This design comes from an exercise in tuning for small area on the open sky130 flow, not from production work. The RTL was checked by simulation tests, not by an equivalence proof against the original design.

==> run E: inputs <==
Design sev_seg_dis, start of the top module:
module sev_seg_dis(
    input rst,
    input btnU,
    input btnC,
    input btnD,
    input clk,
    input btnL,
    input btnR,
    output reg [6:0] seg,
    output [3:0] an,
    output [15:0] led
    );
clock: 15.0 ns
lec_check: 0
cap_margin: 20
core_margin: 2
core_utilization: 40
cts_buf_list: sky130_fd_sc_hd__clkbuf_8
slew_margin: 20
standard.sh (not shown) runs the stock make flow with config.mk's settings and CLKGATE_MAP_FILE= SYNTH_SCRIPT=/design/flow/synth_recipe.tcl, a recipe that flattens the netlist after the stock synthesis.
==> flow/flow/run.sh <==
#!/bin/bash
# Own layout flow: the standard flow, except that synthesis maps the logic
# for area: no full-adder extraction or Kogge-Stone carry chains, and ABC runs
# an area script (&deepsyn, then area-oriented mapping) from four random seeds,
# keeping the smallest result. Registers are untouched, so they keep the
# standard synthesis's names and cell types. Port buffers are buf_1 cells.
# Every tool's output goes to a log in this folder (flow_make.log and the ORFS
# logs under orfs/logs/).
set -euo pipefail
W=$(pwd)
F=$W/flow

for s in 0 1 2 3; do
  sed "s/&deepsyn \(.*\)/\&deepsyn \1 -S $s/" "$F/abc_area.script" > "$W/abc_seed$s.script"
done

# synthesis body: ORFS's synth.tcl with the changes above
python3 - "$FLOW_HOME/scripts/synth.tcl" "$W/synth_body.tcl" "$W" <<'PY'
import sys
src, dst, w = sys.argv[1:4]
t = open(src).read()
a = '"-extra-map $::env(FLOW_HOME)/platforms/common/lcu_kogge_stone.v"'
assert t.count(a) == 1
t = t.replace(a, '""')
a = "if {\n  [env_var_exists_and_non_empty ADDER_MAP_FILE] &&"
assert t.count(a) == 1
t = t.replace(a, "if {\n  0 && [env_var_exists_and_non_empty ADDER_MAP_FILE] &&")
a = "  log_cmd abc {*}$abc_args\n"
assert t.count(a) == 1
t = t.replace(a, """  design -save my_pre_abc
  set my_best -1
  foreach my_seed {0 1 2 3} {
    design -load my_pre_abc
    log_cmd abc {*}[lreplace $abc_args 1 1 "%s/abc_seed${my_seed}.script"]
    set my_stat [tee -q -s result.string stat {*}$lib_args]
    if {![regexp {Chip area for module [^:]*: ([0-9.]+)} $my_stat -> my_area]} {
      error "no area in stat output"
    }
    puts "abc seed $my_seed: area $my_area"
    if {$my_best < 0 || $my_area < $my_best} {
      set my_best $my_area
      design -save my_best_abc
    }
  }
  design -load my_best_abc
  puts "abc: kept area $my_best"
""" % w)
open(dst, "w").write(t)
PY
sed "s#source \$::env(SCRIPTS_DIR)/synth.tcl#source {$W/synth_body.tcl}#" synth_recipe.tcl > my_synth.tcl
grep -q "synth_body.tcl" my_synth.tcl
sed "s#SYNTH_SCRIPT=[^ ]*#SYNTH_SCRIPT=$W/my_synth.tcl#" standard.sh > my_standard.sh
grep -q "SYNTH_SCRIPT=$W/my_synth.tcl" my_standard.sh

bash my_standard.sh BUFFER_PORTS_ARGS="-buffer_cell sky130_fd_sc_hd__buf_1" finish > flow_make.log 2>&1
==> flow/flow/abc_area.script <==
strash
&get -n
&st
&deepsyn -J 20 -T 200
&dch -f
&nf -a -R 1000
&put
==> inputs of run A, as changes to run E <==
--- a/flow/design.v
+++ b/flow/design.v
@@ -11,14 +11,15 @@
     output [3:0] an,
     output [15:0] led
     );
     reg [4:0] seg_0, seg_1, seg_2, seg_3;
     reg [6:0] cp;
     reg [8:0] q;
     reg       f;
+    reg       jr;
     reg       fe;
     reg [9:0] ml;
     reg [3:0] r;
     reg [3:0] e;
     reg [3:0] v0, v1, v2, v3;
     reg [1:0] ds;
     reg [1:0] sn;
@@ -206,16 +207,16 @@
     wire ra_34s = ra_24c ^ ra_25s ^ ra_26s;
     wire ra_35s = ra_27s ^ ra_28s ^ ra_29s;
     wire ra_36s = ra_30s ^ ra_31s ^ ra_32s;
     wire ra_37s = ra_33s ^ ra_34s ^ ra_35s;
     wire ra_38s = ra_36s ^ ra_37s;
     wire [3:0] rn = {ra_38s, ra_24s, ra_12s, ra_4s};
     wire ds3 = ds == 2'd3;
-    wire low = v3 == 4'd0 && v2 == 4'd0 && v0[2:0] == 3'd4;
-    wire sc7  = ds3 ? &v3[2:0] : low && v1 == 4'd0;
+    wire low = v3 == 4'd0 && v2 == 4'd0 && v0 == 4'd4;
+    wire sc7  = ds3 ? v3 == 4'd7 : low && v1 == 4'd0;
     wire sc17 = !ds3 && low && v1 == 4'd1;
     wire sc27 = !ds3 && low && v1 == 4'd2;
     reg  mt;
     always @(*) begin
         case (sn)
             2'd0: mt = ml[9:8] == 2'b11 && !ml[0];
             2'd1: mt = ml[9:8] == 2'b10 &&  ml[0];
@@ -236,28 +237,24 @@
             default: hit = 1'b0;
         endcase
     end
     wire lose = (hit && !s3b[4]) || ds == 2'd1;
     wire n0 = v0[3] & v0[0];
     wire n1 = v1[3] & v1[0];
     wire n2 = v2[3] & v2[0];
-    wire wrap = v3[3] & v2[0] & n1 & v0[0];
+    wire wrap = v3[3] & ~v2[3] & ~v2[2] & ~v2[1] & v2[0] & n1 & ~v0[3] & ~v0[2] & ~v0[1] & v0[0];
     wire i1 = n0;
     wire i2 = n0 & n1;
     wire i3 = n0 & n1 & n2;
-    wire [3:0] v0i = {((v0[3] & ~v0[0]) | (v0[2] & v0[1] & v0[0])) & ~wrap, v0[2] ^ (v0[1] & v0[0]), (v0[1] ^ v0[0]) & ~v0[3] & ~wrap, ~v0[0]};
-    wire [3:0] v1n = !i1 ? v1 : {(v1[3] & ~v1[0]) | (v1[2] & v1[1] & v1[0]), v1[2] ^ (v1[1] & v1[0]), (v1[1] ^ v1[0]) & ~v1[3], ~v1[0]};
-    wire [3:0] v1i = {v1n[3] & ~wrap, v1n[2:1], v1n[0] & ~wrap};
-    wire [3:0] v2n = !i2 ? v2 : {(v2[3] & ~v2[0]) | (v2[2] & v2[1] & v2[0]), v2[2] ^ (v2[1] & v2[0]), (v2[1] ^ v2[0]) & ~v2[3], ~v2[0]};
-    wire [3:0] v2i = {v2n[3] & ~wrap, v2n[2:1], v2n[0] & ~wrap};
-    wire [3:0] v3n = !i3 ? v3 : v3 + 4'd1;
-    wire [3:0] v3i = {v3n[3] & ~wrap, v3n[2:0]};
+    wire [3:0] v0i = wrap ? 4'd0 : {(v0[3] & ~v0[0]) | (v0[2] & v0[1] & v0[0]), v0[2] ^ (v0[1] & v0[0]), (v0[1] ^ v0[0]) & ~v0[3], ~v0[0]};
+    wire [3:0] v1i = wrap ? 4'd0 : !i1 ? v1 : {(v1[3] & ~v1[0]) | (v1[2] & v1[1] & v1[0]), v1[2] ^ (v1[1] & v1[0]), (v1[1] ^ v1[0]) & ~v1[3], ~v1[0]};
+    wire [3:0] v2i = wrap ? 4'd0 : !i2 ? v2 : {(v2[3] & ~v2[0]) | (v2[2] & v2[1] & v2[0]), v2[2] ^ (v2[1] & v2[0]), (v2[1] ^ v2[0]) & ~v2[3], ~v2[0]};
+    wire [3:0] v3i = wrap ? 4'd0 : !i3 ? v3 : v3 + 4'd1;
     wire [1:0] sp = cp[6:5];
-    wire jr0 = fe & ~|c;
-    wire [4:0] dsel = jr0 ? 5'd0 :
+    wire [4:0] dsel = jr ? 5'd0 :
                       sp == 2'd0 ? seg_0 :
                       sp == 2'd1 ? seg_1 :
                       sp == 2'd2 ? seg_2 : seg_3;
     always @(*) begin
         case (dsel)
             0:  seg = 7'b1111110;
             1:  seg = 7'b0111111;
@@ -290,26 +287,23 @@
             28: seg = 7'b0000000;
             29: seg = 7'b0011000;
             default: seg = 7'b1111111;
         endcase
     end
     assign an = {s != 2'd3, s != 2'd2, s != 2'd1, s != 2'd0};
     wire [3:0] lk = q[8:5];
-    wire [2:0] ka = lk[2:0];
-    wire [2:0] kt = lk[3] ? ~ka - 3'd1 : ka;
-    wire       kz = lk == 4'd0;
     wire [7:0] l;
-    assign l[0] = kz | (lk[3] & ka[2] & ka[1]);
-    assign l[1] = kz | (kt == 3'd1);
-    assign l[2] = kz | (kt == 3'd2);
-    assign l[3] = kz | (kt == 3'd3);
-    assign l[4] = kz | (kt == 3'd4);
-    assign l[5] = kz | (kt == 3'd5);
-    assign l[6] = kz | (kt == 3'd6);
-    assign l[7] = kz | (lk == 4'd7);
+    assign l[0] = lk == 4'd0 || lk == 4'd14 || lk == 4'd15;
+    assign l[1] = lk == 4'd0 || lk == 4'd1 || lk == 4'd13;
+    assign l[2] = lk == 4'd0 || lk == 4'd2 || lk == 4'd12;
+    assign l[3] = lk == 4'd0 || lk == 4'd3 || lk == 4'd11;
+    assign l[4] = lk == 4'd0 || lk == 4'd4 || lk == 4'd10;
+    assign l[5] = lk == 4'd0 || lk == 4'd5 || lk == 4'd9;
+    assign l[6] = lk == 4'd0 || lk == 4'd6 || lk == 4'd8;
+    assign l[7] = lk == 4'd0 || lk == 4'd7;
     assign led = {l[0], l[1], l[2], l[3], l[4], l[5], l[6], l[7],
                   l[7], l[6], l[5], l[4], l[3], l[2], l[1], l[0]};
     always @(posedge clk) begin
         if (rst) begin
             seg_3 <= 5'd1;
             cp <= 7'd127;
             fe <= 1'b1;
@@ -317,25 +311,25 @@
             r <= 4'd0;
             e <= 4'd1;
             prev <= 4'd0;
         end else begin
             seg_3 <= s3n;
             cp <= c;
             fe <= fe & ~(c[6] & c[0]);
-            ml[0] <= btnC | (~ev & mli[0]);
+            ml <= btnC ? 10'd1 : ev ? 10'd0 : mli;
             r <= rn;
             e <= en;
             prev[0] <= btnU;
             prev[1] <= btnD & (prev[1] | ~eU);
             prev[2] <= btnL & (prev[2] | ~(eU | eD));
             prev[3] <= btnR & (prev[3] | ~(eU | eD | eL));
         end
         q <= {k[8:6] | {3{rst}}, k[5:0]};
         f <= clr;
-        ml[9:1] <= (clr | ev) ? 9'd0 : mli[9:1];
+        jr <= rst;
         seg_0 <= {seg_0[4] | clr, s0b};
         seg_1 <= {seg_1[4] | clr, s1b};
         seg_2 <= {seg_2[4] | clr, s2b};
         sn <= clr ? 2'd0 : sc7 ? 2'd1 : sc17 ? 2'd2 : sc27 ? 2'd3 : sn;
         if (clr) begin
             v3 <= 4'd8; v2 <= 4'd1; v1 <= 4'd8; v0 <= 4'd9;
             ds <= 2'd0;
==> flow/flow/run.sh (replaced) <==
#!/bin/bash
# Own layout flow: the standard flow, except that synthesis maps the logic
# for area (no full-adder extraction or Kogge-Stone carry chains, and an ABC
# script with &deepsyn and area-oriented mapping). Registers are untouched, so
# they keep the standard synthesis's names and cell types. Every tool's output
# goes to a log in this folder (orfs/logs/... and the *.log files here).
set -euo pipefail
W=$(pwd)
F=$W/flow

# synthesis body: ORFS's synth.tcl with the two changes above
python3 - "$FLOW_HOME/scripts/synth.tcl" "$W/synth_body.tcl" "$F/abc_area.script" <<'PY'
import sys
src, dst, scr = sys.argv[1:4]
t = open(src).read()
a = '"-extra-map $::env(FLOW_HOME)/platforms/common/lcu_kogge_stone.v"'
assert t.count(a) == 1
t = t.replace(a, '""')
a = "if {\n  [env_var_exists_and_non_empty ADDER_MAP_FILE] &&"
assert t.count(a) == 1
t = t.replace(a, "if {\n  0 && [env_var_exists_and_non_empty ADDER_MAP_FILE] &&")
a = "  log_cmd abc {*}$abc_args\n"
assert t.count(a) == 1
t = t.replace(a, "  set abc_args [lreplace $abc_args 1 1 {%s}]\n" % scr + a)
open(dst, "w").write(t)
PY
sed "s#source \$::env(SCRIPTS_DIR)/synth.tcl#source {$W/synth_body.tcl}#" synth_recipe.tcl > my_synth.tcl
grep -q "synth_body.tcl" my_synth.tcl
sed "s#SYNTH_SCRIPT=[^ ]*#SYNTH_SCRIPT=$W/my_synth.tcl#" standard.sh > my_standard.sh
grep -q "SYNTH_SCRIPT=$W/my_synth.tcl" my_standard.sh

bash my_standard.sh BUFFER_PORTS_ARGS="-buffer_cell sky130_fd_sc_hd__buf_1" finish > flow_make.log 2>&1
CTS_BUF_LIST = sky130_fd_sc_hd__clkbuf_4 sky130_fd_sc_hd__clkbuf_8   (was sky130_fd_sc_hd__clkbuf_8)
==> run notes <==
* Status: complete, no violations
* Slew @ Worst Pin at 0.946 ns
* Global-route wire length before repair at around 23,000 um
* Detailed placement HPWL at between 10,000 and 15,000 um
* Skew final at approximately 0.015 ns
* Commonest non-fill, non-tap cell in the layout: nand2_1
* DR WL/cell at 15.4 um
(the above is from run E)
==> run notes <==
* Status: complete, no violations
* Slew @ Worst Pin at 0.734 ns
* H-Tree Depth at 3
* Initial core utilization at 0.413
* Main area contributors after synthesis: dfxtp_1 31%, xnor2_1 10%, nor2_1 6.7%, o21ai_0 5.8%, nand2_1 5.8%
* Commonest non-fill, non-tap cell in the layout: nor2_1
* DR WL/cell at roughly 15 um
* Skew final at 0.0165 ns
* Synth Area in XOR/XNOR at 0.143
* Detailed placement HPWL at 10,800 um
(the above is from run A)

## afterwards: timing with drivers on the ports
How much do the figures lean on ideal ports? The routed layouts below were timed once more, with nothing changed but the port constraints.
Step 1 sets driving cells, clkbuf_16 on the clock port and buf_2 on the other inputs (assumed; they add their load-dependent delay and slew).
Step 2 moves the port delays by t, midway between the first and last clock arrival at a register: inputs arrive t later, outputs are due t later. That takes back most of the time a late clock gives input paths.
Slacks: ideal / step 1 / step 2; pairs: ideal / step 1.
run | t (ns) | setup WS [ns] | worst setup path at the end | pins driven straight from the clock port
run E | 0.406 | 6.884 / 6.901 / 6.494 | input to register | 1
run A | 0.399 | 7.078 / 7.089 / 6.689 | input to register | 1
After both steps setup and hold are still met in every run listed. The setup slack of run E, which loses most, moves by +0.017 ns with the drivers and by -0.390 ns with both steps.
